This design comes from an exercise in tuning for small area on the open sky130 flow, not from production work.
At most, simulation tests tie the RTL to the original design; equivalence was not proved.
For runs 1 to 6, only the layout was checked, not whether the RTL still works.
Power is estimated from default activity; no workload was simulated.

==> flow/run.sh <==
#!/bin/bash
# The standard layout, with the smallest buffer (buf_1) on each port.
set -euo pipefail
bash standard.sh "BUFFER_PORTS_ARGS=-buffer_cell sky130_fd_sc_hd__buf_1" finish > standard.log 2>&1
==> standard.sh <==
#!/bin/bash
# synth_recipe.tcl (not shown) runs the flow's synth.tcl, then flattens the netlist and writes it again
# the make line also repeats each setting of config.mk as NAME=value (left out here)
make -C /OpenROAD-flow-scripts/flow DESIGN_CONFIG=/design/flow/config.mk WORK_HOME=/design/flow/orfs CLKGATE_MAP_FILE= SYNTH_SCRIPT=/design/flow/synth_recipe.tcl "${@:-finish}"
==> config.mk <==
export PLATFORM = sky130hd
export DESIGN_NAME = tollboothcontroller
export DESIGN_NICKNAME = tollboothcontroller
export VERILOG_FILES = /design/flow/design.v
export SDC_FILE = /design/flow/constraint.sdc
export NUM_CORES = 4
export LEC_CHECK = 0
export CAP_MARGIN = 20
export CORE_MARGIN = 2
export CORE_UTILIZATION = 40
export CTS_BUF_LIST = sky130_fd_sc_hd__clkbuf_2 sky130_fd_sc_hd__clkbuf_4
export SLEW_MARGIN = 20
==> constraint.sdc <==
create_clock -name core_clock -period 5.0 [get_ports {clk}]
set_input_delay 1.0000 -clock core_clock [delete_from_list [all_inputs] [get_ports {clk}]]
set_output_delay 1.0000 -clock core_clock [all_outputs]
set_load 0.01 [all_outputs]
==> design.v <==
module tollboothcontroller (
    input clk, reset,
    input vehicle_detect,
    input rfid_present, rfid_valid, rfid_sufficient,
    input manual_coin, manual_card,
    input vehicle_passgate,
    input maintenance_mode,
    input updaterate,
    input [1:0] vehicle_class,
    input [7:0] rate_input,
    input reset_counters,
    output gateopen, gateclose,
    output [15:0] vehiclecount0, vehiclecount1, vehiclecount2,
    output [15:0] totalrevenue0, totalrevenue1, totalrevenue2,
    output [7:0] evasioncount
);
localparam [2:0] IDLE  = 3'd0,
                 READ  = 3'd1,
                 PAY   = 3'd2,
                 FAIL  = 3'd3,
                 WAIT  = 3'd4,
                 OPEN  = 3'd5,
                 EVA   = 3'd6,
                 MAINT = 3'd7;
reg [2:0] state, nextstate;
reg [7:0] tollrates0, tollrates1, tollrates2;
always @(*) begin
    case (state)
        IDLE:  nextstate = maintenance_mode ? MAINT : vehicle_detect ? READ : IDLE;
        READ:  nextstate = (rfid_present && rfid_valid && rfid_sufficient) ? PAY : FAIL;
        PAY:   nextstate = OPEN;
        FAIL:  nextstate = WAIT;
        WAIT:  nextstate = (manual_coin || manual_card) ? PAY : WAIT;
        OPEN:  nextstate = vehicle_passgate ? IDLE : OPEN;
        EVA:   nextstate = IDLE;
        default: nextstate = maintenance_mode ? MAINT : IDLE;
    endcase
    if (state != OPEN && vehicle_passgate)
        nextstate = EVA;
end
always @(posedge clk or posedge reset)
    if (reset) state <= IDLE;
    else       state <= nextstate;
assign gateopen  = (state == OPEN);
assign gateclose = ~gateopen;
wire pay = (state == PAY);
wire eva = (state == EVA);
wire c0 = (vehicle_class == 2'd0);
wire c1 = (vehicle_class == 2'd1);
wire c2 = (vehicle_class == 2'd2);
function [15:0] inc16;           
    input [15:0] q; input en;
    integer i; reg t;
    begin
        t = en;
        for (i = 0; i < 16; i = i + 1) begin
            inc16[i] = q[i] ^ t;
            t = q[i] & t;
        end
    end
endfunction
function [15:0] add16;           
    input [15:0] q; input [7:0] r; input en;
    integer i; reg t, b;
    begin
        t = 1'b0;
        for (i = 0; i < 16; i = i + 1) begin
            b = (i < 8) ? (r[i & 7] & en) : 1'b0;
            add16[i] = q[i] ^ b ^ t;
            t = (q[i] & b) | (q[i] & t) | (b & t);
        end
    end
endfunction
function [7:0] inc8;
    input [7:0] q; input en;
    integer i; reg t;
    begin
        t = en;
        for (i = 0; i < 8; i = i + 1) begin
            inc8[i] = q[i] ^ t;
            t = q[i] & t;
        end
    end
endfunction
wire inc0 = pay & c0, inc1 = pay & c1, inc2 = pay & c2;
reg v0, v1, v2, ve;
always @(posedge clk or posedge reset)
    if (reset) begin
        v0 <= 1'b0; v1 <= 1'b0; v2 <= 1'b0; ve <= 1'b0;
    end else begin
        v0 <= ~(reset_counters & c0 & ~pay);
        v1 <= ~(reset_counters & c1 & ~pay);
        v2 <= ~(reset_counters & c2 & ~pay);
        ve <= ~(reset_counters & ~eva);
    end
reg [15:0] vc0_q, vc1_q, vc2_q, tr0_q, tr1_q, tr2_q;
reg [7:0] ev_q;
assign vehiclecount0 = vc0_q & {16{v0}};
assign vehiclecount1 = vc1_q & {16{v1}};
assign vehiclecount2 = vc2_q & {16{v2}};
assign totalrevenue0 = tr0_q & {16{v0}};
assign totalrevenue1 = tr1_q & {16{v1}};
assign totalrevenue2 = tr2_q & {16{v2}};
assign evasioncount  = ev_q & {8{ve}};
always @(posedge clk) begin
    vc0_q <= inc16(vehiclecount0, inc0);
    vc1_q <= inc16(vehiclecount1, inc1);
    vc2_q <= inc16(vehiclecount2, inc2);
    tr0_q <= add16(totalrevenue0, tollrates0, inc0);
    tr1_q <= add16(totalrevenue1, tollrates1, inc1);
    tr2_q <= add16(totalrevenue2, tollrates2, inc2);
    ev_q  <= inc8(evasioncount, eva);
end
always @(posedge clk or posedge reset)
    if (reset) begin
        tollrates0 <= 8'd50; tollrates1 <= 8'd100; tollrates2 <= 8'd150;
    end else begin
        if (updaterate && c0) tollrates0 <= rate_input;
        if (updaterate && c1) tollrates1 <= rate_input;
        if (updaterate && c2) tollrates2 <= rate_input;
    end
endmodule
==> summary.md, run 1 <==
| Metric | Value |
|---|---|
| Die Ht | `124 um` |
| Syn. warnings | `1` |
| Total of max-cap violations | `0` |
| Switching share of power | `29.5%` |
| Post-synthesis net count | `roughly 580` |
| CP Cell Sequence | `buf_1 -> and2b_2 -> nor3b_4 -> and2_1 -> ha_2 -> fa_2 -> inv_2 -> fa_2 -> inv_2 -> fa_2 -> fa_2 -> fa_2 -> fa_2 -> fa_2 -> ha_4 -> ha_4 -> ha_4 -> ha_4 -> ha_4 -> ha_4 -> ha_4 -> xor2_1` |
| Sink Count | `135` |
| # rows | `43` |
| Ports | `128` |
| Comb pwr share | `20.7%` |
| Top post-synthesis cells by area | `dfxtp_1 (36%), ha_1 (17%), and2_1 (13%)` |
| Largest net degree at the start of global routing | `32` |
| Power share of the clock group | `23.6%` |
| Final Hold Fails | `0` |
| CP Max Fanout | `2` |
| Detailed placement HPWL | `8120 um` |
| Register area share after synthesis | `between 40% and 50%` |
| Final setup viols | `1` |
| Root Buffer | `clkbuf_4` |
| Clock-pin slew on the worst setup and hold paths | `110 ps` |
| Peak supply drop | `0.143 mV` |
| Total power | `2.33 mW` |
| Pwr Density | `331 mW/mm^2` |
| Die width | `124 um` |
| Fin crit share | `100%` |
| Mapped Avg Cell Area | `12.6 um^2` |
| Routed len/inst | `13.0 um` |
| Crit Path Category | `in -> reg` |
| CTS H-Tree Depth | `4` |
| Setup TNS | `-16.6 ps` |
| Mapped Cells | `approximately 460` |
| Layout check faults | `negative setup slack` |
| Yosys top cell area share | `36.2%` |
| Fin area | `0.00703 mm^2` |
| Hold buffers post-CTS | `0` |
| LEAKAGE | `about 3.2 nW` |
| Worst setup SP type | `input port` |
| First-pass GRT wire length | `16,900 um` |
| # nets final | `723` |
| CP peak stage delay | `360 ps` |
| Most frequent cells in the layout | `buf_1 (127), and2_1 (123), dfxtp_1 (104)` |
| RSZ-0062 raised after global routing | `true` |
| Post-layout min period | `5020 ps` |
| Initial antenna violation count | `1` |
| Net load switching power | `about 0.69 mW` |
| Starting Density | `41.2%` |
| Status | `failed layout checks` |
| Clk_skew | `14.5 ps` |
| Max Fclk | `0.199 GHz` |
| Cell variety after synth | `34` |
| # DRC | `0` |
| Number of synthesized flops with an enable pin | `0` |
| Final GP Congestion | `0.734` |
| Async set-or-reset flop fraction in the synthesized netlist | `23.0%` |
| CTS tree | `built` |
| CTS Buffer Depth | `2` |
| Number of synthesized register bits | `135` |
| Via count | `3,587` |
| Post-route setup slack | `-16.6 ps` |
| Type of the worst min-delay path | `in -> async` |
| Mapped cell area | `0.00574 mm^2` |
| Num CTS Buffers | `17` |
| Area grow syn2layout | `22.3%` |
| DR vias/cell | `roughly 4.5` |
| Layout fillers | `about 1,300` |
| Sequential share of power | `55.7%` |
| Core Box Area | `around 0.014 mm^2` |
| Worst skew pair latency | `around 520 ps` |
| Worst rel slew slack | `74.3%` |
| Slew Viols, Final | `0` |
| Max stage delay cell, worst path | `fa_2` |
| Post-CTS Setup Inserts | `0` |
| Most used DFF post-synth | `dfxtp_1` |
| Quantity of I/O buffers inserted on ports | `127` |
| Drt initial violations | `94` |
| Die area | `0.0153 mm^2` |
| CP endpoint kind | `register` |
| P_int | `1.64 mW` |
| Req. time, crit path | `between 5000 and 6000 ps` |
| Non-Filler Instances | `796` |
| Most common cell after layout, fill and taps aside | `buf_1` |
| Drt pass-1 iters | `4` |
| Share of cells above drive strength 1 | `21.5%` |
| Vias in the first global route | `3,606` |
| Arr. time, crit path | `5440 ps` |
| Drt total wl | `slightly above 10,000 um` |
| GR Util All Layers | `14.9%` |
| Placed cells | `765` |
| Cell Area, Placed | `0.00682 mm^2` |
| Synth area leader | `dfxtp_1` |
| Least-Margin Pin Slew | `between 300 and 400 ps` |
| Place WS | `-692 ps` |
| Total grt overflow | `0` |
| Routed Antenna Nets | `0` |
-- cells by family (layout without fill, tap and decap cells) --
family / after synthesis / in the layout / synth area share, %
muxes: 24 / 24 / 4.70
other: 0 / 1 / 0
buffers and inverters: 27 / 186 / 1.96
adders and majority gates: 97 / 97 / 23.9
xor gates and xnor gates: 7 / 7 / 1.07
AOI/OAI and AO/OA: 11 / 11 / 1.22
and+or+nand+nor: 155 / 155 / 17.2
DFF: 135 / 135 / 50.0
-- sequential cells by signal, summed over array words and instances (netlist names) --
name,cells
tollrates2,8
tr2_q,16
v0,1
tollrates1,8
vc2_q,16
tr1_q,16
ve,1
tr0_q,16
tollrates0,8
ev_q,8
v1,1
vc0_q,16
state,3
vc1_q,16
v2,1
-- routing by layer --
layer	part of all wire, %	track usage, %	routed length, um
met1	43	16.9	4410
met2	50	25.2	5160
met3	5.7	4.62	590
met4	1.9	7.46	192
met5	0	0	0
-- synthesized netlist by cell type, types with 2 or more instances --
master,instances
and2_1,123
o21ai_0,3
xor2_1,7
nand2b_1,3
nand2_1,11
and2b_2,2
mux2_2,24
dfxtp_1,104
dfstp_2,10
a21oi_1,2
dfrtp_1,21
nand2_2,2
nor2_1,4
ha_1,76
nor3_1,2
clkbuf_1,10
fa_1,21
inv_1,15
-- critical path: cells and delay by family --
kind / cells / cell delay (ps)
xor+xnor: 1 / 140
buf+inv: 3 / 200
simple gates: 3 / 570
fa+ha+maj: 15 / 3520
-- power by group through the flow --
stage	registers [mW]	logic, mW	clock network, mW
6_report	1.30	0.481	0.550
5_1_grt	1.31	0.549	0.635
4_1_cts	1.30	0.498	0.587
3_5_place_dp	1.32	0.493	0
3_3_place_gp	1.32	0.473	0
2_1_floorplan	1.30	0.325	0
-- area by class of cell --
class / instances / area, um^2 / share of cell area, %
Timing Repair Buffer: 141 / 593 / 8.44
Inverter: 15 / 56.3 / 0.801
Clock inverter: 9 / 37.5 / 0.534
Antenna cell: 1 / 2.50 / 0.0356
Sequential cell: 135 / 2870 / 40.8
Clock buffer: 21 / 158 / 2.24
Multi-Input combinational cell: 294 / 3080 / 43.9
Tap cell: 180 / 225 / 3.21
-- per-stage QoR --
| stage | utilization (%) | hold slack [ps] |
|---|---|---|
| 2_1_floorplan | - | 471 |
| 3_3_place_gp | 48.9 | 484 |
| 3_5_place_dp | 48.9 | 491 |
| 4_1_cts | 50.4 | 459 |
| 5_1_grt | 50.4 | 506 |
| 6_report | 50.4 | 506 |
-- path summary, 6_finish.rpt --
check	startpoint	end	slack (ps)	depth (start not counted)
max	vehicle_class[0]	tr2_q[15]	-20	22
min	reset	state[2]	510	3
max reg2reg	state[2]	tr0_q[15]	180	20
min reg2reg	tollrates1[7]	tollrates1[7]	510	1
max in group asynchronous	reset	tollrates1[2]	4160	3
min in group core_clock	tollrates1[7]	tollrates1[7]	510	1
-- repair_timing --
item | 4_1_cts | 5_1_grt
gates resized for setup | 1 | 2
pin swaps | 9 | 6
endpoints found under the setup margin | 2 | 5
==> run 2, diff against run 1 <==
--- a/design.v
+++ b/design.v
@@ -111,12 +111,24 @@
     tr2_q <= add16(totalrevenue2, tollrates2, inc2);
     ev_q  <= inc8(evasioncount, eva);
 end
+reg [7:0] rq0, rq1, rq2;
+reg r0, r1, r2;
 always @(posedge clk or posedge reset)
     if (reset) begin
-        tollrates0 <= 8'd50; tollrates1 <= 8'd100; tollrates2 <= 8'd150;
+        r0 <= 1'b0; r1 <= 1'b0; r2 <= 1'b0;
     end else begin
-        if (updaterate && c0) tollrates0 <= rate_input;
-        if (updaterate && c1) tollrates1 <= rate_input;
-        if (updaterate && c2) tollrates2 <= rate_input;
+        if (updaterate && c0) r0 <= 1'b1;
+        if (updaterate && c1) r1 <= 1'b1;
+        if (updaterate && c2) r2 <= 1'b1;
     end
+always @(posedge clk) begin
+    if (updaterate && c0) rq0 <= rate_input;
+    if (updaterate && c1) rq1 <= rate_input;
+    if (updaterate && c2) rq2 <= rate_input;
+end
+always @(*) begin
+    tollrates0 = r0 ? rq0 : 8'd50;
+    tollrates1 = r1 ? rq1 : 8'd100;
+    tollrates2 = r2 ? rq2 : 8'd150;
+end
 endmodule
==> run 2 against run 1 <==
Effect of this change: via count is 1.8% lower; flip-flop and latch count increased by 3; register-to-register slack about the same; clock skew fell by 6.1 ps; now clean on timing, DRC and antenna; largest cell class is now flip-flops and latches; core utilization is 0.35 points higher; maximum frequency rose by 1.1%.
==> summary.md, run 2 <==
| Metric | Value |
|---|---|
| Detailed placement HPWL | `7970 um` |
| Crit Path Category | `in -> reg` |
| Max stage delay cell, worst path | `fa_2` |
| Sink Count | `138` |
| Area grow syn2layout | `23.8%` |
| Core Box Area | `0.0139 mm^2` |
| Sequential share of power | `a little over half` |
| Comb pwr share | `21.1%` |
| First-pass GRT wire length | `16,500 um` |
| Yosys top cell area share | `36.4%` |
| DR vias/cell | `4.48` |
| Number of synthesized flops with an enable pin | `24` |
| Synth area leader | `dfxtp_1` |
| Delay-heaviest family, CP | `adder cells` |
| Layout fillers | `between 1,000 and 1,500` |
| Least-Margin Pin Slew | `425 ps` |
| Syn. warnings | `1` |
| CTS H-Tree Depth | `4` |
| RSZ-0062 raised after global routing | `true` |
| Drt initial violations | `196` |
| CTS Buffer Depth | `2` |
| Fin crit share | `about 100%` |
| Critical R2R Launch | `state[1]` |
| Total of max-cap violations | `0` |
| Final GP Congestion | `0.791` |
| Flop-to-flop setup slack | `180 ps` |
| Cell variety after synth | `36` |
| Mapped Cells | `447` |
| CP endpoint kind | `register` |
| Vias in the first global route | `3,523` |
| Slew Viols, Final | `0` |
| Type of the worst min-delay path | `in -> async` |
| Mapped cell area | `~0.0057 mm^2` |
| CP bufs+invs | `3` |
| Sequential cell area | `0.00305 mm^2` |
| P_int | `1.70 mW` |
| CP Cell Sequence | `buf_4 -> nor2b_4 -> and3_4 -> and2_4 -> ha_4 -> fa_2 -> inv_2 -> fa_2 -> inv_2 -> fa_2 -> fa_2 -> fa_2 -> fa_2 -> fa_2 -> ha_4 -> ha_4 -> ha_4 -> ha_4 -> ha_4 -> ha_4 -> ha_4 -> xor2_1` |
| Async set-or-reset flop fraction in the synthesized netlist | `7.25%` |
| Final setup viols | `0` |
| Root Buffer | `clkbuf_4` |
| Initial antenna violation count | `0` |
| Stages on worst setup path | `22` |
| Placed cells | `753` |
| Starting Density | `41.0%` |
| Final core utilization | `50.8%` |
| Quantity of I/O buffers inserted on ports | `127` |
| # nets final | `712` |
| Largest net degree at the start of global routing | `31` |
| Drt pass-1 iters | `4` |
| Routed len/inst | `12.9 um` |
| CP peak stage delay | `390 ps` |
| LEAKAGE | `3.20 nW` |
| Total grt overflow | `0` |
| Hold buffers post-CTS | `0` |
| Final Hold Fails | `0` |
| Num CTS Buffers | `17` |
| Non-Filler Instances | `786` |
| Worst setup SP type | `input port` |
| # DRC | `0` |
| Most common cell after layout, fill and taps aside | `buf_1` |
| Via count | `3,523` |
| Mapped Avg Cell Area | `between 10 and 15 um^2` |
| Clk_skew | `roughly 8.4 ps` |
| Power share of the clock group | `24.9%` |
| Most frequent cells in the layout | `buf_1 (125), and2_1 (111), dfxtp_1 (104)` |
| Die width | `roughly 120 um` |
| Req. time, crit path | `5400 ps` |
| Max Fclk | `0.202 GHz` |
| Post-layout min period | `a little under 5000 ps` |
| Number of synthesized register bits | `138` |
| Die Ht | `124 um` |
| Ports | `128` |
| CTS tree | `built` |
| Register area share after synthesis | `53.4%` |
| GR Util All Layers | `roughly 14%` |
| Worst rel slew slack | `71.7%` |
| Top post-synthesis cells by area | `dfxtp_1 (36%), ha_1 (17%), edfxtp_1 (13%)` |
| # rows | `43` |
| Multi-input logic area | `0.00292 mm^2` |
| Reg-to-Reg End | `tr2_q[15]` |
| WHS | `443 ps` |
| Worst skew pair latency | `500 ps` |
| Post-synthesis net count | `566` |
| # diodes | `0` |
| Peak supply drop | `0.175 mV` |
| Die area | `0.0153 mm^2` |
| Worst path most repeated cell | `ha_4` |
| Most used DFF post-synth | `dfxtp_1` |
| CP Max Fanout | `7` |
| R2r worst-path depth | `21` |
| Drt total wl | `10,100 um` |
| Share of cells above drive strength 1 | `18.6%` |
| Net load switching power | `0.708 mW` |
| Status | `finished clean` |
| Switching share of power | `29.4%` |
| Post-synth top cells | `and2_1 (113), dfxtp_1 (104), ha_1 (76)` |
| Routed Antenna Nets | `0` |
| Arr. time, crit path | `5360 ps` |
| Pwr Density | `between 300 and 400 mW/mm^2` |
| Clock-pin slew on the worst setup and hold paths | `110 ps` |
| Cell with the most instances after synthesis | `and2_1` |
==> run 2: cell count changes after synthesis, sizes merged, moves of 5 or more <==
cell and delta:
and2 -5, nand2 -5, mux2 -24, dfstp -10, dfrtp -11, edfxtp +24, inv +6
==> run 2: power by group through the flow <==
stage,clock network (mW),registers (mW),logic (mW)
6_report,0.600,1.30,0.508
5_1_grt,0.682,1.32,0.585
4_1_cts,0.633,1.30,0.518
3_5_place_dp,0,1.33,0.514
3_3_place_gp,0,1.32,0.497
2_1_floorplan,0,1.32,0.332
==> run 2: worst max path at each step <==
| stage | end | startpoint | slack (ps) |
|---|---|---|---|
| final | tr2_q[15] | vehicle_class[1] | 40 |
| after detailed placement | tr0_q[15] | vehicle_class[0] | -690 |
| after global placement | tr0_q[15] | vehicle_class[0] | -630 |
| after CTS | tr0_q[15] | vehicle_class[0] | 8 |
| after global routing | tr0_q[15] | vehicle_class[0] | -4 |
| after floorplan | tr1_q[15] | vehicle_class[0] | -320 |
==> run 2: timing repair <==
action / in CTS / in global routing
resized for setup: 2 / 8
pin swaps: 3 / 17
buffers inserted: 0 / 1
cloned: 0 / 0
setup endpoints to repair: 6 / 4
==> run 2: routing by layer <==
metal	vias up	global-route usage (%)	part of all wire (%)
li1	1782	-	-
met1	1644	17.1	43
met2	92	23.4	49
met3	5	6.09	7.5
met4	0	4.47	0.95
met5	-	0	0
==> run 2: metrics by stage <==
stage	setup TNS (ps)	power, mW	area (um^2)	setup slack, ps
after floorplan	-1910	1.65	6090	-323
after global placement	-5680	1.82	6820	-628
after detailed placement	-6380	1.84	6820	-694
after CTS	0	2.45	7050	8.21
after global routing	-4.24	2.58	7080	-4.24
final	0	2.41	7080	38.2
==> run 2: area by class of cell <==
cell class / instances / area share [%]
timing repair buffer: 139 / 8.17
clock inverter: 14 / 1.24
multi-input combinational: 276 / 41.2
inverter: 21 / 1.11
clock buffer: 18 / 1.91
sequential: 138 / 43.1
tap: 180 / 3.18
==> run 2: logic make-up after synthesis <==
group                      count (synthesis)  synth area share (%)
xor gates and xnor gates                   9                  1.38
adders and majority gates                 97                  24.0
and+or+nand+nor                          150                  16.5
AOI/OAI and AO/OA                         20                  2.41
buffers and inverters                     33                  2.34
DFF                                      138                  53.4
==> run 3, diff against run 2 <==
--- a/design.v
+++ b/design.v
@@ -61,13 +61,18 @@
 endfunction
 function [15:0] add16;           
     input [15:0] q; input [7:0] r; input en;
-    integer i; reg t, b;
+    integer i; reg t; reg [7:0] s;
     begin
         t = 1'b0;
-        for (i = 0; i < 16; i = i + 1) begin
-            b = (i < 8) ? (r[i & 7] & en) : 1'b0;
-            add16[i] = q[i] ^ b ^ t;
-            t = (q[i] & b) | (q[i] & t) | (b & t);
+        for (i = 0; i < 8; i = i + 1) begin
+            s[i] = q[i] ^ r[i] ^ t;
+            t = (q[i] & r[i]) | (q[i] & t) | (r[i] & t);
+        end
+        add16[7:0] = en ? s : q[7:0];
+        t = t & en;
+        for (i = 8; i < 16; i = i + 1) begin
+            add16[i] = q[i] ^ t;
+            t = q[i] & t;
         end
     end
 endfunction
==> run 3 against run 2 <==
Effect of this change: cell area shrank 1.2%; sequential share of layout area grew 0.55 points; clock power grew 14%; global-route usage shrank 0.15 points; setup slack gained 180 ps; combinational power grew 29%; core utilization shrank 2.7 points; sequential power is essentially flat; area after synthesis grew 4.1%; largest cell class unchanged.
==> summary.md, run 3 <==
| Metric | Value |
|---|---|
| Async set-or-reset flop fraction in the synthesized netlist | `7.25%` |
| CP Max Fanout | `5` |
| Largest net degree at the start of global routing | `31` |
| Mapped cell area | `0.00595 mm^2` |
| Clk_skew | `10.6 ps` |
| # DRC | `0` |
| Multi-input logic area | `roughly 0.0028 mm^2` |
| Synth area leader | `dfxtp_1` |
| Post-synth top cells | `and2_1 (111), dfxtp_1 (104), ha_1 (76)` |
| CTS H-Tree Depth | `4` |
| Worst skew pair latency | `530 ps` |
| Cell with the most instances after synthesis | `and2_1` |
| CP bufs+invs | `4` |
| Share of cells above drive strength 1 | `11.9%` |
| Stages on worst setup path | `22` |
| CTS Buffer Depth | `2` |
| First-pass GRT wire length | `around 18,000 um` |
| Total grt overflow | `0` |
| Max stage delay cell, worst path | `dfrtp_2` |
| Final core utilization | `48.1%` |
| Drt pass-1 iters | `4` |
| Pwr Density | `381 mW/mm^2` |
| Number of synthesized flops with an enable pin | `24` |
| Post-layout min period | `4780 ps` |
| Cell variety after synth | `35` |
| CTS tree | `built` |
| Most used DFF post-synth | `dfxtp_1` |
| Worst setup SP type | `register` |
| Die width | `approximately 130 um` |
| Arr. time, crit path | `between 5000 and 6000 ps` |
| Type of the worst min-delay path | `in -> async` |
| Detailed placement HPWL | `around 8300 um` |
| Routed Antenna Nets | `0` |
| Status | `finished clean` |
| Total of max-cap violations | `0` |
| Layout fillers | `roughly 1,400` |
| Total power | `2.67 mW` |
| Mapped Avg Cell Area | `12.5 um^2` |
| Sink Count | `around 140` |
| Crit Path Category | `reg -> reg` |
| Final Hold Fails | `0` |
| Req. time, crit path | `5430 ps` |
| Initial antenna violation count | `1` |
| Routed len/inst | `13.0 um` |
| Top post-synthesis cells by area | `dfxtp_1 (35%), ha_1 (16%), edfxtp_1 (12%)` |
| Hold buffers post-CTS | `0` |
| Root Buffer | `clkbuf_4` |
| Number of synthesized register bits | `138` |
| Slew Viols, Final | `0` |
| Worst path most repeated cell | `ha_1` |
| Least-Margin Pin Slew | `451 ps` |
| Quantity of I/O buffers inserted on ports | `127` |
| DR vias/cell | `between 4 and 5` |
| Fin crit share | `95.6%` |
| Most frequent cells in the layout | `buf_1 (127), and2_1 (109), dfxtp_1 (104)` |
| # nets final | `around 740` |
| CP endpoint kind | `register` |
| WHS | `425 ps` |
| Ports | `between 100 and 150` |
| Sequential cell area | `between 0.003 and 0.004 mm^2` |
| Clock-pin slew on the worst setup and hold paths | `110 ps` |
| Delay-heaviest family, CP | `adder cells` |
| Max Fclk | `0.209 GHz` |
| CP peak stage delay | `450 ps` |
| CP Cell Sequence | `and2_1 -> ha_1 -> fa_1 -> inv_1 -> fa_1 -> inv_1 -> fa_1 -> inv_1 -> fa_2 -> fa_1 -> inv_1 -> fa_2 -> fa_1 -> and3_1 -> ha_1 -> ha_1 -> ha_1 -> ha_1 -> ha_1 -> ha_1 -> ha_1 -> xor2_1` |
| Post-synthesis net count | `around 600` |
| Num CTS Buffers | `17` |
| GR Util All Layers | `14.2%` |
| LEAKAGE | `3.41 nW` |
| Die Ht | `126 um` |
| Drt initial violations | `99` |
| Vias in the first global route | `3,753` |
| Setup TNS | `0 ps` |
| Yosys top cell area share | `35.0%` |
| Register area share after synthesis | `51.3%` |
| Placed cells | `785` |
| Drt total wl | `approximately 11,000 um` |
| # rows | `44` |
| Syn. warnings | `1` |
| Area grow syn2layout | `17.5%` |
| Mapped Cells | `477` |
| Via count | `between 3,000 and 4,000` |
| Final setup viols | `0` |
| R2r worst-path depth | `22` |
| Die area | `0.0159 mm^2` |
| Starting Density | `41.0%` |
| Non-Filler Instances | `821` |
| Core Box Area | `approximately 0.015 mm^2` |
| Final GP Congestion | `0.754` |
| Worst rel slew slack | `69.9%` |
| Most common cell after layout, fill and taps aside | `buf_1` |
| Peak supply drop | `0.159 mV` |
-- run 3: cell types whose count changed after synthesis, moves of 5 or more --
cell     delta
mux2_2     +14
nor2b_1    +10
mux2i_1     +9
inv_1       +8
nand2_1     +7
and2_2      -5
o21a_1      -5
-- run 3: final cells by class --
| type | instances | share of cell area (%) |
|---|---|---|
| clock inverters | 15 | 1.90 |
| well taps | 184 | 3.29 |
| multi-input cells | 298 | 39.5 |
| repair buffers | 139 | 8.16 |
| clock buffers | 17 | 1.83 |
| flip-flops and latches | 138 | 43.7 |
| diodes | 1 | 0.0358 |
| inverters | 29 | 1.56 |
-- run 3: what timing repair did --
item | 4_1_cts | 5_1_grt
hold endpoints to repair | 0 | 0
setup buffers | 0 | 3
setup endpoints to repair | 0 | 5
resized for setup | 0 | 16
-- run 3: logic make-up (layout without fill, tap and decap cells) --
family | after synthesis | after routing | share of synthesized area, %
and+or+nand+nor | 161 | 161 | 16.4
DFF | 138 | 138 | 51.3
adders and majority gates | 97 | 97 | 23.0
buffers and inverters | 41 | 200 | 2.71
muxes | 24 | 24 | 4.35
AOI/OAI and AO/OA | 9 | 9 | 1.18
xor gates and xnor gates | 7 | 7 | 1.03
other | 0 | 1 | 0
-- run 3: worst paths after layout --
check	from	end	slack [ps]
max	r0	tr0_q[15]	220
min	reset	v2	430
max reg2reg	r0	tr0_q[15]	220
min reg2reg	tr0_q[2]	tr0_q[2]	560
max in group asynchronous	reset	r1	4250
min in group core_clock	tr0_q[2]	tr0_q[2]	560
-- run 3: report_power, final --
group          leakage [nW]  switching [mW]  internal, mW
clock network         0.131           0.395         0.286
logic                  2.11           0.374         0.282
registers              1.16          0.0603          1.27
-- run 3: metal layers --
layer | global-route usage, % | part of all wire [%] | vias to the layer above
met5 | 0 | 0 | -
met4 | 6.85 | 2.0 | 0
met3 | 4.42 | 5.5 | 14
met2 | 23.6 | 50 | 88
met1 | 16.6 | 43 | 1746
li1 | - | - | 1877
-- run 3: metrics by stage --
| step | cell area [um^2] | setup WS (ps) |
|---|---|---|
| 2_1_floorplan | 5950 | 308 |
| 3_3_place_gp | 6670 | 220 |
| 3_5_place_dp | 6670 | 66.1 |
| 4_1_cts | 6930 | 38.8 |
| 5_1_grt | 6990 | -6.53 |
| 6_report | 6990 | 220 |
==> run 4, diff against run 3 <==
==> flow/run.sh (replaced) <==
#!/bin/bash
# The standard layout, with the smallest buffer (buf_1) on each port and a
# clock tree of few, larger clusters without dummy loads.
set -euo pipefail
CTS="-sink_clustering_enable -repair_clock_nets -sink_clustering_size 40 -sink_clustering_max_diameter 100 -buf_list sky130_fd_sc_hd__clkbuf_8 -dont_use_dummy_load"
bash standard.sh "BUFFER_PORTS_ARGS=-buffer_cell sky130_fd_sc_hd__buf_1" "CTS_ARGS=$CTS" finish > standard.log 2>&1
==> config.mk (replaced) <==
export PLATFORM = sky130hd
export DESIGN_NAME = tollboothcontroller
export DESIGN_NICKNAME = tollboothcontroller
export VERILOG_FILES = /design/flow/design.v
export SDC_FILE = /design/flow/constraint.sdc
export NUM_CORES = 4
export LEC_CHECK = 0
export CAP_MARGIN = 0
export CORE_MARGIN = 2
export CORE_UTILIZATION = 40
export SLEW_MARGIN = 0
==> run 4 against run 3 <==
Effect of this change: setup slack gained 9.9 ps; power decreased by 1.4%; via count shrank 1.4%; combinational power about the same; maximum frequency rose by 0.21%; core utilization is 0.28 points lower; cell area fell by 0.57%.
==> summary.md, run 4 <==
| Metric | Value |
|---|---|
| Num CTS Buffers | `17` |
| Least-Margin Pin Slew | `around 460 ps` |
| Arr. time, crit path | `5080 ps` |
| Detailed placement HPWL | `8310 um` |
| Via count | `3,673` |
| Share of cells above drive strength 1 | `10.6%` |
| CTS H-Tree Depth | `4` |
| Initial antenna violation count | `0` |
| Syn. warnings | `1` |
| Yosys top cell area share | `35.0%` |
| # DRC | `0` |
| Die width | `126 um` |
| Most common cell after layout, fill and taps aside | `buf_1` |
| Non-Filler Instances | `804` |
| Cell with the most instances after synthesis | `and2_1` |
| Most frequent cells in the layout | `buf_1 (127), and2_1 (110), dfxtp_1 (104)` |
| Total grt overflow | `0` |
| Number of synthesized register bits | `138` |
| Peak supply drop | `0.163 mV` |
| Placed cells | `785` |
| Crit Path Category | `reg -> reg` |
| Final core utilization | `between 40 and 50%` |
| Most used DFF post-synth | `dfxtp_1` |
| Drt initial violations | `115` |
| Async set-or-reset flop fraction in the synthesized netlist | `7.25%` |
| Status | `finished clean` |
| Drt total wl | `10,600 um` |
| Post-synth top cells | `and2_1 (111), dfxtp_1 (104), ha_1 (76)` |
| Top post-synthesis cells by area | `dfxtp_1 (35%), ha_1 (16%), edfxtp_1 (12%)` |
| Core Box Area | `0.0145 mm^2` |
| Ports | `about 130` |
| Sink Count | `approximately 140` |
| Drt pass-1 iters | `4` |
| Total power | `2.63 mW` |
| # rows | `44` |
| DR vias/cell | `4.57` |
| Mapped Cells | `between 400 and 500` |
| LEAKAGE | `3.39 nW` |
| Setup TNS | `0 ps` |
| Type of the worst min-delay path | `in -> async` |
| Register area share after synthesis | `between 50% and 60%` |
| Worst skew pair latency | `430 ps` |
| CP Max Fanout | `5` |
| Critical R2R Launch | `r0` |
| GR Util All Layers | `14.2%` |
| CP endpoint kind | `register` |
| Worst rel slew slack | `69.1%` |
| Clk_skew | `16.8 ps` |
| Pwr Density | `378 mW/mm^2` |
| First-pass GRT wire length | `17,600 um` |
| Quantity of I/O buffers inserted on ports | `127` |
| R2r worst-path depth | `22` |
| Req. time, crit path | `5310 ps` |
| Final Hold Fails | `0` |
| Max Fclk | `0.210 GHz` |
| Post-synthesis net count | `a little under 600` |
| RSZ-0062 raised after global routing | `false` |
| CTS tree | `built` |
| Final GP Congestion | `0.754` |
| Worst setup SP type | `register` |
| Hold buffers post-CTS | `0` |
| Post-layout min period | `4770 ps` |
| Starting Density | `41.0%` |
| Flop-to-flop setup slack | `230 ps` |
| Die area | `between 0.015 and 0.02 mm^2` |
| Largest net degree at the start of global routing | `31` |
| Fin crit share | `95.4%` |
| Final setup viols | `0` |
| Routed Antenna Nets | `0` |
| Mapped cell area | `roughly 0.0060 mm^2` |
| Slew Viols, Final | `0` |
| Cell variety after synth | `35` |
| Total of max-cap violations | `0` |
| CTS Buffer Depth | `2` |
| Number of synthesized flops with an enable pin | `24` |
| Synth area leader | `dfxtp_1` |
| Clock-pin slew on the worst setup and hold paths | `70 ps` |
| Area grow syn2layout | `16.8%` |
| Routed len/inst | `13.2 um` |
| # nets final | `~740` |
| Root Buffer | `clkbuf_8` |
| Die Ht | `roughly 130 um` |
| Mapped Avg Cell Area | `12.5 um^2` |
| Reg-to-Reg End | `tr0_q[15]` |
| # diodes | `0` |
| Vias in the first global route | `around 3,700` |
-- run 4: cell counts after synthesis --
Identical to the previous run, type by type.
-- run 4: how the worst max path moves through the flow --
stage	start	slack, ps	to	depth (start not counted)
2_1_floorplan	v0	310	tr0_q[15]	22
3_3_place_gp	r1	220	tr1_q[15]	22
3_5_place_dp	r1	70	tr1_q[15]	22
4_1_cts	r1	60	tr1_q[15]	22
5_1_grt	r0	3	tr0_q[15]	22
6_report	r0	230	tr0_q[15]	22
-- run 4: per-stage QoR --
step                      hold WS, ps  cell area [um^2]  worst slack (ps)
after detailed placement          548              6670              66.1
after global placement            534              6670               220
after CTS                         523              6910              55.3
after global routing              544              6950              3.47
after floorplan                   509              5950               308
final                             541              6950               230
-- run 4: kinds of logic after synthesis --
family	count (synthesis)	synth area share [%]
compound gates	9	1.18
xor+xnor	7	1.03
fa+ha+maj	97	23.0
buf+inv	41	2.71
flops	138	51.3
mux	24	4.35
simple gates	161	16.4
-- run 4: what timing repair did --
action | in CTS | in global routing
endpoints found under the setup margin | 0 | 6
resized for setup | 0 | 16
buffers inserted | 0 | 2
-- run 4: cell type report --
cell class	count	area, um^2
inverter	29	109
fill	1392	7580
clock buffer	17	234
sequential	138	3060
tap	184	230
multi-input combinational	298	2770
timing repair buffer	138	559
-- run 4: worst max-delay path, stage by stage, from the launching register on --
cell,delay (ps)
dfrtp_2,430
and2_1,150
ha_2,180
fa_1,390
inv_2,70
fa_1,150
inv_1,50
fa_1,380
inv_1,90
fa_2,200
fa_1,160
inv_1,50
fa_2,360
fa_1,390
and3_1,160
ha_1,180
ha_1,180
ha_1,180
ha_1,180
ha_1,180
ha_1,180
ha_1,190
xor2_1,160
-- run 4: metal layers --
layer  vias up  routed length, um  GRT usage [%]
met5         -                  0              0
met4         0                161           6.08
met3        12                619           5.06
met2        93               5290           23.8
met1      1712               4540           16.4
li1       1856                  -              -
-- run 4: power breakdown --
| part | internal [mW] | leakage, nW | switching [mW] |
|---|---|---|---|
| logic | 0.280 | 2.10 | 0.375 |
| registers | 1.27 | 1.16 | 0.0601 |
| clock network | 0.299 | 0.122 | 0.344 |
==> run 5, diff against run 4 <==
--- a/config.mk
+++ b/config.mk
@@ -7,5 +7,5 @@
 export LEC_CHECK = 0
 export CAP_MARGIN = 0
 export CORE_MARGIN = 2
-export CORE_UTILIZATION = 40
+export CORE_UTILIZATION = 70
 export SLEW_MARGIN = 0
==> run 5 against run 4 <==
Effect of this change: non-clock buffer count grew 4; still clean on timing, DRC and antenna; critical endpoint is now tr1_q[15]; cell area shrank 1.2%; maximum frequency shrank 1.1%.
==> summary.md, run 5 <==
| Metric | Value |
|---|---|
| Most used DFF post-synth | `dfxtp_1` |
| # DRC | `0` |
| CP peak stage delay | `about 410 ps` |
| Max stage delay cell, worst path | `fa_1` |
| Num CTS Buffers | `17` |
| Clock-pin slew on the worst setup and hold paths | `80 ps` |
| Async set-or-reset flop fraction in the synthesized netlist | `between 7 and 8%` |
| CTS tree | `built` |
| Post-layout min period | `slightly below 5000 ps` |
| Syn. warnings | `1` |
| Flop-to-flop setup slack | `180 ps` |
| Worst skew pair latency | `420 ps` |
| Post-synthesis compound-gate area fraction | `1.18%` |
| Slew Viols, Final | `0` |
| Yosys top cell area share | `between 30% and 40%` |
| Final setup viols | `0` |
| Reg-to-Reg End | `tr1_q[15]` |
| Global routing met1 resource utilization | `26.1%` |
| CP Max Fanout | `3` |
| Quantity of I/O buffers inserted on ports | `approximately 130` |
| Root Buffer | `clkbuf_8` |
| First-pass GRT wire length | `15,800 um` |
| Least-Margin Pin Slew | `448 ps` |
| Die width | `96.2 um` |
| Met2 usage | `39.5%` |
| # nets final | `745` |
| Ports | `128` |
| Register area share after synthesis | `slightly above 50%` |
| Synth area leader | `dfxtp_1` |
| Post-Synth Adder-Cell Area | `23.0%` |
| Vias in the first global route | `roughly 3,600` |
| Simple logic cell fraction of the synthesized area | `16.4%` |
| CTS Buffer Depth | `2` |
| Post-synthesis mux area share | `about 4.4%` |
| Total power | `2.64 mW` |
| Core Box Area | `0.00822 mm^2` |
| Largest family of logic cells by synthesized area | `adder cells` |
| Worst setup SP type | `register` |
| DR vias/cell | `5.24` |
| Peak supply drop | `0.268 mV` |
| Mapped cell area | `about 0.0060 mm^2` |
| Die Ht | `~96 um` |
| Most common cell after layout, fill and taps aside | `buf_1` |
| CP endpoint kind | `register` |
| Req. time, crit path | `roughly 5300 ps` |
| Starting Density | `between 70% and 80%` |
| Post-synth top cells | `and2_1 (111), dfxtp_1 (104), ha_1 (76)` |
| Status | `finished clean` |
| Crit Path Category | `reg -> reg` |
| Routed len/inst | `14.3 um` |
| Number of synthesized register bits | `138` |
| Arr. time, crit path | `5120 ps` |
| Layout fillers | `477` |
| Initial antenna violation count | `0` |
| Worst rel slew slack | `70.1%` |
| WHS | `537 ps` |
| Die area | `0.00926 mm^2` |
| Share of cells above drive strength 1 | `10.4%` |
| Number of synthesized flops with an enable pin | `24` |
| Total of max-cap violations | `0` |
| Cell with the most instances after synthesis | `and2_1` |
| Pwr Density | `384 mW/mm^2` |
| Post-synthesis net count | `596` |
| Fin crit share | `96.5%` |
| Cell Area, Placed | `approximately 0.0066 mm^2` |
| Drt initial violations | `109` |
| Placed cells | `about 700` |
| Gr busiest metal | `met2` |
| GR Util All Layers | `22.9%` |
| Area grow syn2layout | `15.5%` |
| Met3 Usage GRT | `7.52%` |
| Largest net degree at the start of global routing | `30` |
| Top post-synthesis cells by area | `dfxtp_1 (35%), ha_1 (16%), edfxtp_1 (12%)` |
| Cell variety after synth | `35` |
| CTS H-Tree Depth | `4` |
| Worst path most repeated cell | `ha_1` |
| Most frequent cells in the layout | `buf_1 (127), and2_1 (111), dfxtp_1 (104)` |
| Drt pass-1 iters | `4` |
| Mapped Cells | `477` |
| Final Hold Fails | `0` |
| Clk_skew | `26.5 ps` |
| Routed Antenna Nets | `0` |
| Synth Area in XOR/XNOR | `1.03%` |
| Sequential cell area | `0.00306 mm^2` |
| Critical R2R Launch | `v1` |
| Multi-input logic area | `0.00275 mm^2` |
| Final GP Congestion | `0.724` |
| Via count | `approximately 3,800` |
| # diodes | `0` |
| Non-Filler Instances | `729` |
| # rows | `33` |
| Mapped Avg Cell Area | `12.5 um^2` |
| Drt total wl | `~10,000 um` |
| Total grt overflow | `0` |
| LEAKAGE | `3.41 nW` |
| CP Cell Sequence | `and2_1 -> ha_1 -> fa_1 -> inv_1 -> fa_1 -> inv_1 -> fa_2 -> fa_1 -> inv_2 -> fa_2 -> fa_1 -> inv_1 -> fa_1 -> and3_1 -> ha_1 -> ha_1 -> ha_1 -> ha_1 -> ha_1 -> ha_1 -> ha_1 -> xor2_1` |
| R2r worst-path depth | `22` |
| Max Fclk | `between 0.2 and 0.25 GHz` |
| Fin area | `0.00687 mm^2` |
| Type of the worst min-delay path | `in -> async` |
| Sink Count | `138` |
| Detailed placement HPWL | `about 7600 um` |
-- run 5: routing by layer --
metal,routed length [um],vias up,part of all wire (%)
met4,136,0,1.3
met2,5340,119,51
met5,0,-,0
li1,-,1867,-
met1,4290,1822,41
met3,646,13,6.2
-- run 5: worst max path at each step --
stage / start / end
after global routing: v1 / tr1_q[15]
final: v1 / tr1_q[15]
after floorplan: v0 / tr0_q[15]
after global placement: r1 / tr1_q[15]
after CTS: r0 / tr0_q[15]
after detailed placement: r0 / tr0_q[15]
-- run 5: report_power, final --
part	total, mW	leakage [nW]	internal (mW)	switching (mW)
combinational	0.673	2.12	0.285	0.388
sequential	1.34	1.16	1.27	0.0650
clock	0.631	0.122	0.299	0.332
-- run 5: area by class of cell --
cell class              count  area share [%]
clock buffers              17            3.40
inverters                  29            1.58
multi-input cells         298            40.1
flip-flops and latches    138            44.5
well taps                 105            1.91
repair buffers            142            8.58
-- run 5: per-stage QoR --
step	util, %	TNS [ps]	setup slack [ps]
CTS	82.9	0	43.1
floorplan	-	0	308
global route	83.6	-26.6	-22.6
finish	83.6	0	177
detailed placement	80.0	0	56.2
global placement	80.0	0	211
-- run 5: repair_timing --
action / 4_1_cts / 5_1_grt
resized for setup: 0 / 11
hold buffers: 0 / 0
setup endpoints to repair: 0 / 5
endpoints found under the hold margin: 0 / 0
setup buffers: 0 / 6
-- run 5: kinds of logic (layout without fill, tap and decap cells) --
group | Yosys count | after routing
multiplexers | 24 | 24
XOR/XNOR | 7 | 7
flip-flops | 138 | 138
adder cells (fa/ha/maj) | 97 | 97
buffers and inverters | 41 | 188
AO/OA/AOI/OAI | 9 | 9
AND/OR/NAND/NOR | 161 | 161
-- run 5: critical path: cells and delay by family, from the launching register on --
family	cells	cell delay (ps)
AND/OR/NAND/NOR	2	340
adder cells (fa/ha/maj)	15	3570
XOR/XNOR	1	160
flip-flops	1	400
buffers and inverters	4	260
==> run 6, diff against run 5 <==
==> flow/run.sh (replaced) <==
#!/bin/bash
# The standard layout, with the smallest buffer (buf_1) on each port and a
# clock tree of clkbuf_4 without dummy loads.
set -euo pipefail
CTS="-sink_clustering_enable -repair_clock_nets -buf_list sky130_fd_sc_hd__clkbuf_4 -dont_use_dummy_load"
bash standard.sh "BUFFER_PORTS_ARGS=-buffer_cell sky130_fd_sc_hd__buf_1" "CTS_ARGS=$CTS" finish > standard.log 2>&1
--- a/config.mk
+++ b/config.mk
@@ -7,5 +7,5 @@
 export LEC_CHECK = 0
 export CAP_MARGIN = 0
 export CORE_MARGIN = 2
-export CORE_UTILIZATION = 70
+export CORE_UTILIZATION = 40
 export SLEW_MARGIN = 0
==> run 6 against run 5 <==
Effect of this change: highest routed layer unchanged; die area rose by 71%; cell area down 0.27%; hold slack got worse by 110 ps; still clean; flip-flop and latch count did not move; largest power group unchanged; power shrank 6.6%; wire length up 2.1%.
==> summary.md, run 6 <==
| Metric | Value |
|---|---|
| Non-Filler Instances | `roughly 810` |
| Mapped Avg Cell Area | `about 12 um^2` |
| Sequential share of power | `53.9%` |
| CTS tree | `built` |
| Worst path most repeated cell | `ha_1` |
| Root Buffer | `clkbuf_4` |
| Die width | `approximately 130 um` |
| Status | `finished clean` |
| Most used DFF post-synth | `dfxtp_1` |
| Reg-to-Reg End | `tr0_q[15]` |
| Net load switching power | `0.761 mW` |
| CTS H-Tree Depth | `4` |
| Crit Path Category | `reg -> reg` |
| Core Box Area | `approximately 0.015 mm^2` |
| Critical R2R Launch | `r0` |
| CP endpoint kind | `register` |
| Flop-to-flop setup slack | `210 ps` |
| Setup TNS | `0 ps` |
| Die Ht | `around 130 um` |
| Least-Margin Pin Slew | `439 ps` |
| Starting Density | `41.0%` |
| # DRC | `0` |
| Final setup viols | `0` |
| Most frequent cells in the layout | `buf_1 (127), and2_1 (109), dfxtp_1 (104)` |
| Final Hold Fails | `0` |
| Post-route setup slack | `213 ps` |
| Async set-or-reset flop fraction in the synthesized netlist | `7.25%` |
| Pwr Density | `between 300 and 400 mW/mm^2` |
| Post-route met1 wirelength | `4610 um` |
| CP peak stage delay | `450 ps` |
| Final GP Congestion | `0.754` |
| Max Fclk | `roughly 0.21 GHz` |
| Mapped Cells | `477` |
| Total of max-cap violations | `0` |
| Sink Count | `138` |
| P_int | `1.71 mW` |
| Switching share of power | `30.8%` |
| Via count | `3,662` |
| Placed cells | `785` |
| Register area share after synthesis | `between 50% and 60%` |
| Cell Area, Placed | `0.00667 mm^2` |
| Fin area | `0.00685 mm^2` |
| Cell with the most instances after synthesis | `and2_1` |
| Routed wl met2 | `5230 um` |
| Area grow syn2layout | `15.1%` |
| Metal3 WL | `between 600 and 700 um` |
| Cell variety after synth | `35` |
| Slew Viols, Final | `0` |
| Synth area leader | `dfxtp_1` |
| Comb pwr share | `26.6%` |
| Worst setup SP type | `register` |
| Total grt overflow | `0` |
| Mapped cell area | `0.00595 mm^2` |
| R2r worst-path depth | `22` |
| Routed Antenna Nets | `0` |
| Req. time, crit path | `approximately 5400 ps` |
| Layout fillers | `roughly 1,400` |
| CP Cell Sequence | `and2_1 -> ha_1 -> fa_1 -> inv_2 -> fa_1 -> inv_1 -> fa_1 -> inv_1 -> fa_2 -> fa_1 -> inv_1 -> fa_2 -> fa_1 -> and3_1 -> ha_1 -> ha_1 -> ha_1 -> ha_1 -> ha_1 -> ha_1 -> ha_1 -> xor2_1` |
| Post-synthesis net count | `between 500 and 600` |
| Most common cell after layout, fill and taps aside | `buf_1` |
| Worst skew pair latency | `530 ps` |
| Top post-synthesis cells by area | `dfxtp_1 (35%), ha_1 (16%), edfxtp_1 (12%)` |
| Drt pass-1 iters | `4` |
| Final core utilization | `47.2%` |
| Worst rel slew slack | `a little over two thirds` |
| Peak supply drop | `between 0.15 and 0.2 mV` |
| Top layer in use | `met4` |
| Max stage delay cell, worst path | `dfrtp_2` |
| Initial antenna violation count | `1` |
| Arr. time, crit path | `approximately 5200 ps` |
| Clk_skew | `34.4 ps` |
| Ports | `128` |
| Drt initial violations | `~110` |
| Die area | `approximately 0.016 mm^2` |
| Syn. warnings | `1` |
| CTS Buffer Depth | `2` |
| Post-layout min period | `4790 ps` |
| Yosys top cell area share | `about a third` |
| Post-synth top cells | `and2_1 (111), dfxtp_1 (104), ha_1 (76)` |
| Place WS | `66.1 ps` |
| Fin crit share | `95.7%` |
| Quantity of I/O buffers inserted on ports | `127` |
| GR Util All Layers | `14.2%` |
| DR vias/cell | `4.55` |
| Routed len/inst | `13.2 um` |
| Largest net degree at the start of global routing | `31` |
| Detailed placement HPWL | `8310 um` |
| Vias in the first global route | `3,724` |
| Clock-pin slew on the worst setup and hold paths | `110 ps` |
| Power share of the clock group | `19.5%` |
| First-pass GRT wire length | `17,600 um` |
| LEAKAGE | `roughly 3.4 nW` |
| Type of the worst min-delay path | `in -> async` |
| Number of synthesized flops with an enable pin | `24` |
| # rows | `44` |
| Number of synthesized register bits | `138` |
| Drt total wl | `between 10,000 and 15,000 um` |
| # nets final | `741` |
| CP Max Fanout | `5` |
| Share of cells above drive strength 1 | `10.8%` |
| Num CTS Buffers | `17` |
==> run 6: worst max-delay path: cells and delay by family, from the launching register on <==
family                     cells  cell delay, ps
adders and majority gates     15            3510
DFF                            1             450
and+or+nand+nor                2             310
buffers and inverters          4             260
xor gates and xnor gates       1             160
==> run 6: kinds of logic after synthesis <==
logic type | share of synthesized area, %
XOR/XNOR | 1.03
buffers and inverters | 2.71
multiplexers | 4.35
adder cells (fa/ha/maj) | 23.0
AO/OA/AOI/OAI | 1.18
flip-flops | 51.3
AND/OR/NAND/NOR | 16.4
==> run 6: power by group through the flow <==
stage | Combinational, mW | Sequential, mW | Clock [mW]
floorplan | 0.480 | 1.32 | 0
global placement | 0.630 | 1.35 | 0
detailed placement | 0.658 | 1.36 | 0
CTS | 0.661 | 1.33 | 0.515
global route | 0.766 | 1.35 | 0.558
finish | 0.657 | 1.33 | 0.481
==> run 6: repair_timing <==
item / 4_1_cts / 5_1_grt
endpoints found under the setup margin: 0 / 6
hold buffers: 0 / 0
resized for setup: 0 / 18
buffers inserted: 0 / 2
==> run 6: how the worst max path moves through the flow <==
stage                      to  from  slack [ps]
global route        tr0_q[15]    r0         -10
floorplan           tr0_q[15]    v0         310
CTS                 tr2_q[15]    v2          50
global placement    tr1_q[15]    r1         220
finish              tr0_q[15]    r0         210
detailed placement  tr1_q[15]    r1          70
==> run 6: per-layer routing <==
| metal | GRT usage (%) | up-vias |
|---|---|---|
| li1 | - | 1856 |
| met1 | 16.5 | 1707 |
| met2 | 23.7 | 87 |
| met3 | 5.56 | 12 |
| met4 | 5.30 | 0 |
| met5 | 0 | - |
==> run 6: layout make-up <==
| cell class | count | area (um^2) | share of cell area (%) |
|---|---|---|---|
| well taps | 184 | 230 | 3.36 |
| diodes | 1 | 2.50 | 0.0365 |
| inverters | 29 | 109 | 1.59 |
| repair buffers | 138 | 563 | 8.22 |
| flip-flops and latches | 138 | 3060 | 44.6 |
| multi-input cells | 298 | 2770 | 40.4 |
| clock buffers | 17 | 128 | 1.86 |
==> run 6: through the flow <==
step | power (mW) | hold slack, ps
finish | 2.47 | 428
global route | 2.67 | 402
CTS | 2.51 | 394
detailed placement | 2.01 | 548
global placement | 1.98 | 534
floorplan | 1.80 | 509
==> run 7, diff against run 6 <==
--- a/design.v
+++ b/design.v
@@ -61,16 +61,21 @@
 endfunction
 function [15:0] add16;           
     input [15:0] q; input [7:0] r; input en;
-    integer i; reg t; reg [7:0] s;
+    integer i; reg t, c8; reg [7:0] b;
     begin
+        b = r & {8{en}};
         t = 1'b0;
         for (i = 0; i < 8; i = i + 1) begin
-            s[i] = q[i] ^ r[i] ^ t;
-            t = (q[i] & r[i]) | (q[i] & t) | (r[i] & t);
+            add16[i] = q[i] ^ b[i] ^ t;
+            t = (q[i] & b[i]) | (q[i] & t) | (b[i] & t);
         end
-        add16[7:0] = en ? s : q[7:0];
-        t = t & en;
-        for (i = 8; i < 16; i = i + 1) begin
+        c8 = t;
+        for (i = 8; i < 12; i = i + 1) begin
+            add16[i] = q[i] ^ t;
+            t = q[i] & t;
+        end
+        t = c8 & (&q[11:8]);
+        for (i = 12; i < 16; i = i + 1) begin
             add16[i] = q[i] ^ t;
             t = q[i] & t;
         end
==> run 7 against run 6 <==
Effect of this change: sequential power about the same; count of clock-buffer cells in the layout unchanged; critical path depth shrank 2; first-iteration DRC count increased by 45%; setup slack lost 16 ps; clock skew increased by 2.5 ps; largest power group unchanged; critical endpoint unchanged.
==> summary.md, run 7 <==
| Metric | Value |
|---|---|
| Initial antenna violation count | `1` |
| Share of cells above drive strength 1 | `7.95%` |
| Mapped Avg Cell Area | `approximately 12 um^2` |
| Synth area leader | `dfxtp_1` |
| CTS tree | `built` |
| Routed Antenna Nets | `0` |
| Num CTS Buffers | `17` |
| Drt total wl | `between 10,000 and 15,000 um` |
| Clk_skew | `36.9 ps` |
| Vias in the first global route | `roughly 3,600` |
| Fin crit share | `a little over nine tenths` |
| Final GP Congestion | `0.761` |
| # nets final | `722` |
| Most used DFF post-synth | `dfxtp_1` |
| Post-layout min period | `approximately 4800 ps` |
| Synth Area in XOR/XNOR | `1.53%` |
| Quantity of I/O buffers inserted on ports | `127` |
| Comb pwr share | `between 20% and 30%` |
| # DRC | `0` |
| First-pass GRT wire length | `16,800 um` |
| Core Box Area | `0.0139 mm^2` |
| Worst skew pair latency | `~520 ps` |
| CTS H-Tree Depth | `4` |
| Post-synth top cells | `and2_1 (114), dfxtp_1 (104), ha_1 (73)` |
| Largest net degree at the start of global routing | `32` |
| Total grt overflow | `0` |
| Most common cell after layout, fill and taps aside | `buf_1` |
| Switching share of power | `29.8%` |
| Least-Margin Pin Slew | `389 ps` |
| Detailed placement HPWL | `~8200 um` |
| Yosys top cell area share | `36.5%` |
| DR vias/cell | `about 4.6` |
| Type of the worst min-delay path | `in -> async` |
| Post-synthesis compound-gate area fraction | `2.50%` |
| Power share of the clock group | `20.6%` |
| Via count | `between 3,000 and 4,000` |
| Simple logic cell fraction of the synthesized area | `16.6%` |
| Setup TNS | `0 ps` |
| Slew Viols, Final | `0` |
| Post-CTS Setup Inserts | `0` |
| Drt initial violations | `around 160` |
| Final setup viols | `0` |
| Area grow syn2layout | `15.5%` |
| Register area share after synthesis | `around 53%` |
| Worst rel slew slack | `74.1%` |
| CTS Buffer Depth | `2` |
| Peak supply drop | `between 0.15 and 0.2 mV` |
| Pwr Density | `349 mW/mm^2` |
| CP endpoint kind | `register` |
| Hold buffers post-CTS | `0` |
| Max Fclk | `around 0.21 GHz` |
| Final Hold Fails | `0` |
| Total of max-cap violations | `0` |
| Worst setup SP type | `input port` |
| Die width | `123 um` |
| CP Max Fanout | `5` |
| LEAKAGE | `3.20 nW` |
| Placed cells | `approximately 770` |
| # rows | `between 40 and 50` |
| Syn. warnings | `1` |
| Cell with the most instances after synthesis | `and2_1` |
| Mapped Cells | `464` |
| Most frequent cells in the layout | `buf_1 (127), and2_1 (114), dfxtp_1 (104)` |
| Post-synthesis net count | `580` |
| Critical R2R Launch | `state[2]` |
| Die Ht | `123 um` |
| Async set-or-reset flop fraction in the synthesized netlist | `7.25%` |
| Mapped cell area | `0.00571 mm^2` |
| Flop-to-flop setup slack | `about 290 ps` |
| Cell variety after synth | `33` |
| Post-Synth Adder-Cell Area | `23.4%` |
| Clock-pin slew on the worst setup and hold paths | `110 ps` |
| Post-route setup slack | `196 ps` |
| Routed len/inst | `roughly 13 um` |
| Root Buffer | `clkbuf_4` |
| P_int | `1.62 mW` |
| Starting Density | `41.0%` |
| Die area | `0.0152 mm^2` |
| Total power | `2.30 mW` |
| GR Util All Layers | `14.6%` |
| Largest family of logic cells by synthesized area | `adder cells` |
| Non-Filler Instances | `785` |
| Status | `finished clean` |
| RSZ-0062 raised after global routing | `false` |
| Ports | `128` |
| Net load switching power | `~0.69 mW` |
| Sequential share of power | `57.3%` |
| Final core utilization | `47.3%` |
| Post-synthesis mux area share | `0%` |
| Drt pass-1 iters | `4` |
| Top post-synthesis cells by area | `dfxtp_1 (36%), ha_1 (16%), edfxtp_1 (13%)` |
| Sink Count | `approximately 140` |
| Reg-to-Reg End | `tr1_q[15]` |
| Number of synthesized register bits | `138` |
| Req. time, crit path | `5390 ps` |
| Number of synthesized flops with an enable pin | `24` |
| R2r worst-path depth | `19` |
| Crit Path Category | `in -> reg` |
| Arr. time, crit path | `5200 ps` |
| Place WS | `-379 ps` |
[run 7: cell count changes after synthesis, sizes merged, moves of 4 or more]
cell | before | now
mux2 | 15 | 0
nor2b | 13 | 2
mux2i | 9 | 0
nor2 | 4 | 13
o21a | 0 | 6
a21oi | 1 | 6
o21ai | 0 | 5
inv | 29 | 25
[run 7: worst max path at each step]
stage | slack (ps) | to | depth (start not counted) | from
global placement | -280 | tr1_q[15] | 20 | vehicle_class[0]
detailed placement | -380 | tr1_q[15] | 20 | vehicle_class[0]
floorplan | -6 | tr1_q[15] | 19 | vehicle_class[0]
finish | 200 | tr0_q[15] | 20 | vehicle_class[0]
global route | 20 | tr0_q[15] | 20 | vehicle_class[0]
CTS | 220 | tr0_q[15] | 20 | vehicle_class[0]
[run 7: cell families (layout without fill, tap and decap cells)]
| kind of cell | Yosys count | after routing |
|---|---|---|
| compound gates | 23 | 23 |
| xor+xnor | 10 | 10 |
| fa+ha+maj | 94 | 94 |
| buf+inv | 37 | 177 |
| flops | 138 | 138 |
| other cells | 0 | 1 |
| simple gates | 162 | 162 |
[run 7: worst max-delay path, cell delays in order]
cell and delay [ps]:
buf_1 170, nor2_1 90, and4bb_2 260, and2_1 160
ha_1 190, fa_1 380, inv_1 80, fa_1 170
inv_1 50, fa_2 350, fa_2 350, fa_2 370
fa_2 370, fa_2 380, nand4_1 100, nor2_1 50
ha_1 170, ha_1 180, ha_1 180, xor2_1 150
[run 7: power groups by stage]
stage          clock [mW]  sequential, mW  combinational [mW]
3_3_place_gp            0            1.34               0.507
2_1_floorplan           0            1.33               0.346
4_1_cts             0.508            1.32               0.526
6_report            0.474            1.32               0.509
3_5_place_dp            0            1.35               0.524
5_1_grt             0.557            1.34               0.598
[run 7: per-layer routing]
layer	wire (um)	up-vias	GRT usage (%)	part of all wire [%]
met4	159	0	5.54	1.5
met3	686	13	5.35	6.7
met5	0	-	0	0
li1	-	1807	-	-
met1	4540	1666	18.0	44
met2	4900	101	23.4	48
[run 7: cell type report]
class / count / area (um^2)
fillers: 1320 / 7340
diodes: 1 / 2.50
multi-input cells: 289 / 2550
well taps: 180 / 225
flip-flops and latches: 138 / 3050
inverters: 25 / 93.8
clock buffers: 17 / 128
repair buffers: 135 / 537
[run 7: per-stage QoR]
stage	area, um^2	hold slack, ps
3_3_place_gp	6460	483
2_1_floorplan	5750	447
6_report	6590	421
5_1_grt	6590	413
4_1_cts	6590	387
3_5_place_dp	6460	477
[run 7: what timing repair did]
action                                  in CTS  in global routing
endpoints found under the hold margin        0                  0
endpoints found under the setup margin       0                  1
resized for setup                            0                  1
==> run 8, diff against run 7 <==
--- a/design.v
+++ b/design.v
@@ -18,10 +18,10 @@
                  READ  = 3'd1,
                  PAY   = 3'd2,
                  FAIL  = 3'd3,
-                 WAIT  = 3'd4,
-                 OPEN  = 3'd5,
-                 EVA   = 3'd6,
-                 MAINT = 3'd7;
+                 WAIT  = 3'd7,
+                 OPEN  = 3'd6,
+                 EVA   = 3'd5,
+                 MAINT = 3'd4;
 reg [2:0] state, nextstate;
 reg [7:0] tollrates0, tollrates1, tollrates2;
 always @(*) begin
--- a/config.mk
+++ b/config.mk
@@ -7,5 +7,5 @@
 export LEC_CHECK = 0
 export CAP_MARGIN = 0
 export CORE_MARGIN = 2
-export CORE_UTILIZATION = 40
+export CORE_UTILIZATION = 75
 export SLEW_MARGIN = 0
==> run 8 against run 7 <==
Effect of this change: still clean; wire length decreased by 1.2%; die area fell by 46%; maximum frequency about the same; largest cell class unchanged; largest power group unchanged; highest routed layer unchanged.
==> summary.md, run 8 <==
| Metric | Value |
|---|---|
| Worst setup SP type | `input port` |
| Drt total wl | `a little over 10,000 um` |
| Final Hold Fails | `0` |
| Final setup viols | `0` |
| Fin crit share | `96.0%` |
| Status | `finished clean` |
| Post-synth top cells | `and2_1 (111), dfxtp_1 (104), ha_1 (73)` |
| CTS Buffer Depth | `2` |
| Hold buffers post-CTS | `0` |
| Post-layout min period | `4800 ps` |
| Quantity of I/O buffers inserted on ports | `127` |
| Total of max-cap violations | `0` |
| CP Cell Sequence | `buf_1 -> nor2_1 -> and3_2 -> and2_1 -> ha_1 -> fa_1 -> inv_1 -> fa_1 -> inv_1 -> fa_2 -> fa_2 -> fa_2 -> fa_2 -> fa_2 -> nand4_1 -> nor2_1 -> ha_1 -> ha_1 -> ha_1 -> xor2_1` |
| Number of synthesized flops with an enable pin | `24` |
| Final GP Congestion | `0.806` |
| Detailed placement HPWL | `7790 um` |
| Drt initial violations | `134` |
| CTS H-Tree Depth | `4` |
| Layout fillers | `about 350` |
| Root Buffer | `clkbuf_4` |
| R2r worst-path depth | `19` |
| Initial antenna violation count | `0` |
| Vias in the first global route | `3,774` |
| Ports | `128` |
| Post-synthesis net count | `roughly 560` |
| Syn. warnings | `1` |
| Yosys top cell area share | `36.7%` |
| Core Box Area | `0.00729 mm^2` |
| Slew Viols, Final | `0` |
| Arr. time, crit path | `5190 ps` |
| CP endpoint kind | `register` |
| Routed Antenna Nets | `0` |
| Cell with the most instances after synthesis | `and2_1` |
| Max stage delay cell, worst path | `fa_1` |
| Multi-input logic area | `0.00249 mm^2` |
| Reg-to-Reg End | `tr0_q[15]` |
| First-pass GRT wire length | `17,100 um` |
| Die Ht | `about 91 um` |
| # DRC | `0` |
| RSZ-0062 raised after global routing | `false` |
| Sequential cell area | `between 0.003 and 0.004 mm^2` |
| # nets final | `710` |
| Most frequent cells in the layout | `buf_1 (127), and2_1 (111), dfxtp_1 (104)` |
| Placed cells | `674` |
| Via count | `3,647` |
| Worst rel slew slack | `72.0%` |
| # rows | `31` |
| Largest net degree at the start of global routing | `19` |
| Die area | `0.00827 mm^2` |
| Number of synthesized register bits | `138` |
| Sink Count | `138` |
| Type of the worst min-delay path | `in -> async` |
| Worst path most repeated cell | `fa_2` |
| DR vias/cell | `5.28` |
| Async set-or-reset flop fraction in the synthesized netlist | `7.25%` |
| Final core utilization | `88.5%` |
| CP peak stage delay | `400 ps` |
| Area grow syn2layout | `13.9%` |
| CTS tree | `built` |
| Clock-pin slew on the worst setup and hold paths | `100 ps` |
| Peak supply drop | `0.204 mV` |
| Non-Filler Instances | `691` |
| Routed len/inst | `between 10 and 15 um` |
| Worst skew pair latency | `510 ps` |
| Top post-synthesis cells by area | `dfxtp_1 (37%), ha_1 (16%), edfxtp_1 (13%)` |
| Flop-to-flop setup slack | `~340 ps` |
| Drt pass-1 iters | `5` |
| Clk_skew | `36.4 ps` |
| Share of cells above drive strength 1 | `under 10%` |
| LEAKAGE | `3.21 nW` |
| Least-Margin Pin Slew | `419 ps` |
| Pwr Density | `~280 mW/mm^2` |
| Req. time, crit path | `5390 ps` |
| Synth area leader | `dfxtp_1` |
| Critical R2R Launch | `state[0]` |
| Register area share after synthesis | `a little over half` |
| Die width | `90.9 um` |
| Total grt overflow | `0` |
| Mapped cell area | `0.00567 mm^2` |
| Cell variety after synth | `29` |
| GR Util All Layers | `26.7%` |
| Most common cell after layout, fill and taps aside | `buf_1` |
| Mapped Cells | `448` |
| Max Fclk | `0.208 GHz` |
| Num CTS Buffers | `17` |
| # diodes | `0` |
| Starting Density | `slightly below 80%` |
| Mapped Avg Cell Area | `12.6 um^2` |
| Crit Path Category | `in -> reg` |
| CP Max Fanout | `3` |
| Most used DFF post-synth | `dfxtp_1` |
-- run 8: changes by cell type after synthesis, moves of 2 or more --
| cell | change |
|---|---|
| a31oi_1 | -2 |
| and2_1 | -3 |
| and3_1 | +2 |
| buf_2 | -3 |
| buf_6 | +3 |
| nand2_1 | -6 |
| nand3b_1 | +2 |
| nor2_1 | -6 |
-- run 8: worst max-delay path: cells and delay by family --
| kind | cells | cell delay, ps |
|---|---|---|
| XOR/XNOR | 1 | 150 |
| adder cells (fa/ha/maj) | 11 | 3140 |
| buffers and inverters | 3 | 290 |
| AND/OR/NAND/NOR | 5 | 620 |
-- run 8: timing repair --
action                                  CTS  global route
endpoints found under the hold margin     0             0
endpoints found under the setup margin    0             1
resized for setup                         0             1
buffers inserted                          0             0
-- run 8: how the worst max path moves through the flow --
stage,start,end,slack [ps],depth (start not counted)
4_1_cts,vehicle_class[1],tr0_q[15],210,20
3_5_place_dp,vehicle_class[0],tr1_q[15],-330,20
2_1_floorplan,vehicle_class[1],tr2_q[15],-20,20
6_report,vehicle_class[1],tr0_q[15],200,20
3_3_place_gp,vehicle_class[0],tr1_q[15],-200,20
5_1_grt,vehicle_class[1],tr0_q[15],2,20
-- run 8: power by group --
part	leakage (nW)	internal [mW]	switching, mW
combinational	1.97	0.0545	0.0906
clock	0.0782	0.155	0.316
sequential	1.16	1.18	0.0223
total	3.21	1.39	0.429
-- run 8: area by class of cell --
cell class	count	share of cell area, %
flip-flops and latches	138	47.3
multi-input cells	274	38.6
repair buffers	139	8.78
clock buffers	17	1.98
well taps	99	1.92
inverters	24	1.40
-- run 8: metal layers --
metal  share of wire [%]  vias up  routed length, um  global-route usage [%]
met4                 2.3        0                235                    10.1
li1                    -     1765                  -                       -
met2                  52      134               5240                    46.3
met5                   0        -                  0                       0
met1                  40     1726               4030                    30.5
met3                 6.5       22                659                    9.02
-- run 8: kinds of logic (layout without fill, tap and decap cells) --
family          count (synthesis)  in the layout  synth area share (%)
compound gates                 18             18                  1.94
xor+xnor                       10             10                  1.55
fa+ha+maj                      94             94                  23.5
buf+inv                        36            180                  2.78
flops                         138            138                  53.9
simple gates                  152            152                  16.3
-- run 8: through the flow --
stage | hold slack [ps] | TNS [ps] | setup slack (ps) | instance area, um^2 | power (mW)
floorplan | 454 | -21.6 | -21.6 | 5700 | 1.31
global placement | 472 | -797 | -200 | 6330 | 1.36
detailed placement | 478 | -2200 | -331 | 6330 | 1.37
CTS | 423 | 0 | 208 | 6450 | 1.82
global route | 466 | 0 | 2.23 | 6450 | 1.89
finish | 447 | 0 | 200 | 6450 | 1.82

Check on run 8: ideal ports give 0.200 ns setup slack; a clkbuf_16 on the clock port and buf_2 on the inputs give 0.182 ns; moving port delays by the midpoint clock arrival (0.532 ns) as well gives -0.350 ns.
